This design comes from an exercise in tuning for small area on the open sky130 flow, not from production work.
In this exercise RTL edits were held to simulation tests only and were not proved equivalent to the original.
Power and IR drop assume default switching activity.

== the reference run ==
==> flow/design.v (excerpt) <==
module LDST_SEQUENCER (
    input           clock,
    input           clock_enable,
    input           reset,
    output  [15:0]  instruction_bus_address,
    input   [12:0]  instruction_bus_data,
    output  [7:0]   io_bus_address,
    output  [7:0]   io_bus_data_out,
    input   [7:0]   io_bus_data_in,
    output          io_bus_out,
    output          io_bus_in
);
    wire    [11:0]  ins = instruction_bus_data[11:0];
    wire    [7:0]   d   = ins[7:0];
    wire    transfer    = ~ins[11] & ~ins[10];
    wire    load        = transfer & ~ins[8];
    wire    store       = transfer &  ins[8];
    wire    ld_bus      = load & ~ins[9];
    wire    subroutine  = ~ins[11] & ins[10];
    wire    call        = subroutine & ~ins[8];
    wire    ret         = subroutine &  ins[8];
    wire    internal    = ~|d[7:2];
    wire    sel_a       = internal & (d[1:0] == 2'd0);
    wire    sel_b       = internal & (d[1:0] == 2'd1);
    wire    sel_f       = internal & (d[1:0] == 2'd2);
  ...
==> module LDST_SEQUENCER, before the edit <==
module LDST_SEQUENCER (
    input           clock,
    input           clock_enable,
    input           reset,
    output  [15:0]  instruction_bus_address,
    input   [12:0]  instruction_bus_data,
    output  [7:0]   io_bus_address,
    output  [7:0]   io_bus_data_out,
    input   [7:0]   io_bus_data_in,
    output          io_bus_out,
    output          io_bus_in
);
    wire    [11:0]  ins = instruction_bus_data[11:0];
    wire    [7:0]   d   = ins[7:0];
    wire    transfer    = ~ins[11] & ~ins[10];
    wire    load        = transfer & ~ins[8];
    wire    store       = transfer &  ins[8];
    wire    ld_bus      = load & ~ins[9];
    wire    subroutine  = ~ins[11] & ins[10];
    wire    call        = subroutine & ~ins[8];
    wire    ret         = subroutine &  ins[8];
    wire    internal    = ~|d[7:2];
    wire    sel_a       = internal & (d[1:0] == 2'd0);
    wire    sel_b       = internal & (d[1:0] == 2'd1);
    wire    sel_f       = internal & (d[1:0] == 2'd2);
    wire    sel_alu     = internal & (d[1:0] == 2'd3);
    wire    ex_store    = clock_enable & store;
    wire    ex_load     = clock_enable & load;
    reg     [7:0]   work;
    reg     [7:0]   reg_a;
    reg     [7:0]   reg_b;
    reg     [7:0]   alu_op;
    reg             flag_o, flag_c, flag_z;
    reg     [15:0]  pc;
    wire    [7:0]   op2     = alu_op[3] ? {8{alu_op[1]}} : (reg_b ^ {8{alu_op[1]}});
    wire            cin     = alu_op[1] ? ~(alu_op[0] & ~flag_c) : (alu_op[0] & flag_c);
    wire    [7:0]   g       = reg_a & op2;
    wire    [7:0]   p       = reg_a ^ op2;
    wire    [8:0]   c;
    assign  c[0] = cin;
    genvar  i;
    generate
        for (i = 0; i < 8; i = i + 2) begin : carry_chain
            wire    gg = g[i+1] | (p[i+1] & g[i]);
            wire    pp = p[i+1] & p[i];
            assign  c[i+1] = g[i] | (p[i] & c[i]);
            assign  c[i+2] = gg | (pp & c[i]);
        end
    endgenerate
    wire    [2:0]   fn      = alu_op[7:5];
    wire            sel_p   = (fn == 3'b001) | (fn == 3'b010) | (fn == 3'b100);
    wire            sel_g   = (fn == 3'b000) | (fn == 3'b001);
    wire            is_add  = (fn == 3'b100);
    wire            is_shl  = (fn == 3'b101);
    wire            is_shr  = fn[2] & fn[1];
    wire    [7:0]   inv     = {8{alu_op[2]}};
    wire    [7:0]   pre_res   = ({8{sel_p}} & p) ^ inv;
    wire    [7:0]   k         = ({8{sel_g}} & g) | ({8{is_add}} & c[7:0]);
    wire    [7:0]   shl_res   = {reg_a[6:0], cin};
    wire    [7:0]   shr_res   = {cin | (alu_op[5] & reg_a[7]), reg_a[7:1]};
    wire    [7:0]   sh_res    = (is_shl ? shl_res : shr_res) ^ inv;
    wire            is_sh     = is_shl | is_shr;
    wire    [7:0]   alu_res   = is_sh ? sh_res : (pre_res ^ k);
    wire            c_out   = is_add ? c[8] : (is_shl ? reg_a[7] : (is_shr ? reg_a[0] : flag_c));
    wire            o_out   = is_add ? (~(reg_a[7] ^ op2[7]) & (reg_a[7] ^ p[7] ^ c[7])) : flag_o;
    wire            z_out   = ~|alu_res;
    wire    [7:0]   int_data =  ({8{sel_a}} & reg_a)
                              | ({8{sel_b}} & reg_b)
                              | ({8{sel_f}} & {5'd0, flag_o, flag_c, flag_z});
    wire    [7:0]   load_data = ins[9] ? d : (internal ? int_data : io_bus_data_in);
    wire            ld_alu    = ex_load & ~ins[9] & sel_alu;
    always @(posedge clock, posedge reset) begin
        if (reset)
            work <= 8'h00;
        else if (ld_alu)
            work <= alu_res;
        else if (ex_load)
            work <= load_data;
    end
    always @(posedge clock, posedge reset) begin
        if (reset) begin
            reg_a  <= 8'h00;
            reg_b  <= 8'h00;
            alu_op <= 8'h00;
        end else begin
            if (ex_store & sel_a)   reg_a  <= work;
            if (ex_store & sel_b)   reg_b  <= work;
            if (ex_store & sel_alu) alu_op <= work;
        end
    end
    always @(posedge clock, posedge reset) begin
        if (reset)
            {flag_o, flag_c, flag_z} <= 3'b000;
        else if (ex_store & sel_f)
            {flag_o, flag_c, flag_z} <= work[2:0];
        else if (ld_alu)
            {flag_o, flag_c, flag_z} <= {o_out, c_out, z_out};
    end
    reg     [15:0]  st0, st1, st2, st3;
    reg     [3:0]   valid;
    wire            push    = clock_enable & call;
    wire            pop     = clock_enable & ret;
    wire    [15:0]  pc_inc  = pc + {15'd0, clock_enable};
    wire            hold    = ~push & ~pop;
    always @(posedge clock) begin
        st0 <= ({16{push}} & pc_inc) | ({16{pop}} & st1) | ({16{hold}} & st0);
        st1 <= ({16{push}} & st0)    | ({16{pop}} & st2) | ({16{hold}} & st1);
        st2 <= ({16{push}} & st1)    | ({16{pop}} & st3) | ({16{hold}} & st2);
        if (push)
            st3 <= st2;
    end
    always @(posedge clock, posedge reset) begin
        if (reset)
            valid <= 4'd0;
        else if (push)
            valid <= {valid[2:0], 1'b1};
        else if (pop)
            valid <= {1'b0, valid[3:1]};
    end
    wire    taken   = ins[11] & (~|ins[10:8] | |(ins[10:8] & {flag_o, flag_c, flag_z}));
    wire    [15:0]  ret_addr = valid[0] ? st0 : 16'h0000;
    always @(posedge clock, posedge reset) begin
        if (reset)
            pc <= 16'h0000;
        else if (clock_enable & ret)
            pc <= ret_addr;
        else if (clock_enable & (call | taken))
            pc <= {work, d};
        else
            pc <= pc_inc;
    end
    assign  instruction_bus_address = pc;
    assign  io_bus_address          = d;
    assign  io_bus_data_out         = work;
    assign  io_bus_out              = store;
    assign  io_bus_in               = ld_bus;
endmodule
clock: 3.5 ns
lec_check: 0
cap_margin: 20
core_margin: 2
core_utilization: 40
setup_slack_margin: 0.1
slew_margin: 20
standard.sh (not shown) runs the stock make flow with config.mk's settings and CLKGATE_MAP_FILE= SYNTH_SCRIPT=/design/flow/synth_recipe.tcl, a recipe that flattens the netlist after the stock synthesis.
==> flow/flow/run.sh <==
#!/bin/bash
# Own layout flow: the standard ORFS flow, with an area-oriented synthesis
# (no full/half-adder extraction, an area-mapping ABC script), small port
# buffers and a clock tree without dummy loads. Each tool's output goes to a
# log of its own in this folder.
set -euo pipefail
W=$(pwd)
F=$W/flow

# Synthesis script: ORFS's synth.tcl with the ABC script swapped for ours.
sed -e "s|log_cmd abc {\*}\$abc_args|log_cmd abc -script $F/area.abc {*}[lrange \$abc_args 2 end]|" \
    "$FLOW_HOME/scripts/synth.tcl" > "$W/own_synth_body.tcl"
grep -q "area.abc" "$W/own_synth_body.tcl"
sed -e "s|\$::env(SCRIPTS_DIR)/synth.tcl|$W/own_synth_body.tcl|" synth_recipe.tcl > "$W/own_synth.tcl"
grep -q own_synth_body "$W/own_synth.tcl"

# standard.sh with our synthesis script and extra knobs.
# flow/knobs.txt: one extra make variable assignment per line.
EXTRA="ADDER_MAP_FILE="
while IFS= read -r line; do
  [[ -z "$line" || "$line" == \#* ]] && continue
  EXTRA="$EXTRA '$line'"
done < "$F/knobs.txt"
sed -e "s|SYNTH_SCRIPT=[^ ]*|SYNTH_SCRIPT=$W/own_synth.tcl $EXTRA|" standard.sh > "$W/own_standard.sh"
grep -q own_synth "$W/own_standard.sh"

bash "$W/own_standard.sh" finish > "$W/flow_make.log" 2>&1
==> flow/flow/area.abc <==
strash
dch -f
amap
topo
stime -c
==> flow/flow/knobs.txt <==
BUFFER_PORTS_ARGS=-buffer_cell sky130_fd_sc_hd__buf_1
CTS_ARGS=-sink_clustering_enable -repair_clock_nets -dont_use_dummy_load -buf_list sky130_fd_sc_hd__clkbuf_4
Here is what was changed in the inputs of the trial run compared with the reference run.
-- flow/design.v --
<<< the reference run, line 37
    wire    [7:0]   g       = reg_a & op2;
    wire    [7:0]   p       = reg_a ^ op2;
    wire    [8:0]   c;
    assign  c[0] = cin;
    genvar  i;
    generate
        for (i = 0; i < 8; i = i + 2) begin : carry_chain
            wire    gg = g[i+1] | (p[i+1] & g[i]);
            wire    pp = p[i+1] & p[i];
            assign  c[i+1] = g[i] | (p[i] & c[i]);
            assign  c[i+2] = gg | (pp & c[i]);
        end
    endgenerate
    wire    [2:0]   fn      = alu_op[7:5];
    wire            sel_p   = (fn == 3'b001) | (fn == 3'b010) | (fn == 3'b100);
    wire            sel_g   = (fn == 3'b000) | (fn == 3'b001);
    wire            is_add  = (fn == 3'b100);
    wire            is_shl  = (fn == 3'b101);
    wire            is_shr  = fn[2] & fn[1];
    wire    [7:0]   inv     = {8{alu_op[2]}};
    wire    [7:0]   pre_res   = ({8{sel_p}} & p) ^ inv;
    wire    [7:0]   k         = ({8{sel_g}} & g) | ({8{is_add}} & c[7:0]);
    wire    [7:0]   shl_res   = {reg_a[6:0], cin};
    wire    [7:0]   shr_res   = {cin | (alu_op[5] & reg_a[7]), reg_a[7:1]};
    wire    [7:0]   sh_res    = (is_shl ? shl_res : shr_res) ^ inv;
    wire            is_sh     = is_shl | is_shr;
    wire    [7:0]   alu_res   = is_sh ? sh_res : (pre_res ^ k);
    wire            c_out   = is_add ? c[8] : (is_shl ? reg_a[7] : (is_shr ? reg_a[0] : flag_c));
    wire            o_out   = is_add ? (~(reg_a[7] ^ op2[7]) & (reg_a[7] ^ p[7] ^ c[7])) : flag_o;
    wire            z_out   = ~|alu_res;
    wire    [7:0]   int_data =  ({8{sel_a}} & reg_a)
                              | ({8{sel_b}} & reg_b)
                              | ({8{sel_f}} & {5'd0, flag_o, flag_c, flag_z});
    wire    [7:0]   load_data = ins[9] ? d : (internal ? int_data : io_bus_data_in);
    wire            ld_alu    = ex_load & ~ins[9] & sel_alu;
    always @(posedge clock, posedge reset) begin
        if (reset)
            work <= 8'h00;
        else if (ld_alu)
            work <= alu_res;
        else if (ex_load)
            work <= load_data;
>>> the trial run, line 37
    wire    [7:0]   g       = reg_a & op2;
    wire    [7:0]   p       = reg_a ^ op2;
    wire    [8:0]   sum     = {1'b0, reg_a} + {1'b0, op2} + {8'd0, cin};
    reg     [7:0]   res_mux;
    reg             c_out;
    always @(*) begin
        c_out = flag_c;
        case (alu_op[7:5])
            3'b000: res_mux = g;
            3'b001: res_mux = g | p;
            3'b010: res_mux = p;
            3'b011: res_mux = 8'h00;
            3'b100: begin res_mux = sum[7:0]; c_out = sum[8]; end
            3'b101: begin res_mux = {reg_a[6:0], cin}; c_out = reg_a[7]; end
            default: begin res_mux = {cin | (alu_op[5] & reg_a[7]), reg_a[7:1]}; c_out = reg_a[0]; end
        endcase
    end
    wire    [7:0]   alu_res = res_mux ^ {8{alu_op[2]}};
    wire            is_add  = alu_op[7:5] == 3'b100;
    wire            o_out   = is_add ? (~(reg_a[7] ^ op2[7]) & (reg_a[7] ^ sum[7])) : flag_o;
    wire            z_out   = ~|alu_res;
    wire    [7:0]   int_data =  ({8{sel_a}} & reg_a)
                              | ({8{sel_b}} & reg_b)
                              | ({8{sel_f}} & {5'd0, flag_o, flag_c, flag_z})
                              | ({8{sel_alu}} & alu_res);
    wire    [7:0]   load_data = ins[9] ? d : (internal ? int_data : io_bus_data_in);
    always @(posedge clock, posedge reset) begin
        if (reset)
            work <= 8'h00;
        else if (ex_load)
            work <= load_data;
<<< the reference run, line 94
        else if (ex_store & sel_f)
            {flag_o, flag_c, flag_z} <= work[2:0];
        else if (ld_alu)
            {flag_o, flag_c, flag_z} <= {o_out, c_out, z_out};
    end
>>> the trial run, line 83
        else if (ex_store & sel_f)
            {flag_o, flag_c, flag_z} <= work[2:0];
        else if (ex_load & ~ins[9] & sel_alu)
            {flag_o, flag_c, flag_z} <= {o_out, c_out, z_out};
    end
[summary]
The reference run: no failed stages, no open violations at the end
The trial run: all stages done; final checks FAILED (negative setup slack).
Time the final worst path needs with I/O delays and setup in the trial run is 0.13 ns higher than in the reference run
The reference run → the trial run: total power per unit cell area picked up an extra about 3.7%; ratio of routed vias to standard cells picked up an extra 0.78%; area growth from synthesis to layout picked up an extra 3.6 points; register-to-register slack lost 0.13 ns.
The reference run → the trial run: fill cell instance count of the final layout rose 20, worst hold slack rose 0.14 ns.

-- static timing again, ports no longer ideal --
The flow's constraints put no driver on any port. The routed layouts listed below were extracted and timed again, unchanged, in two steps.
Step 1: set_driving_cell puts a clkbuf_16 on clock and a buf_2 on each other input, an assumption about the parent block.
Step 2 also shifts input and output timing later by t, the mid clock arrival at the registers, as if the neighbouring blocks saw the same clock.
Slacks: ideal ports / drivers / drivers and shift; pairs: ideal ports / drivers.
| run | shift t [ns] | setup slack, ns | clock arrival spread, ns | pins driven straight from the clock port |
|---|---|---|---|---|
| the reference run | 0.535 | 0.116 / 0.116 / 0.014 | 0.038 / 0.038 | 1 |
| the trial run | 0.516 | -0.009 / -0.009 / -0.009 | 0.045 / 0.045 | 1 |
For the reference run, which loses most, drivers alone change the setup slack by 0.000 ns; drivers and shift together by -0.102 ns.
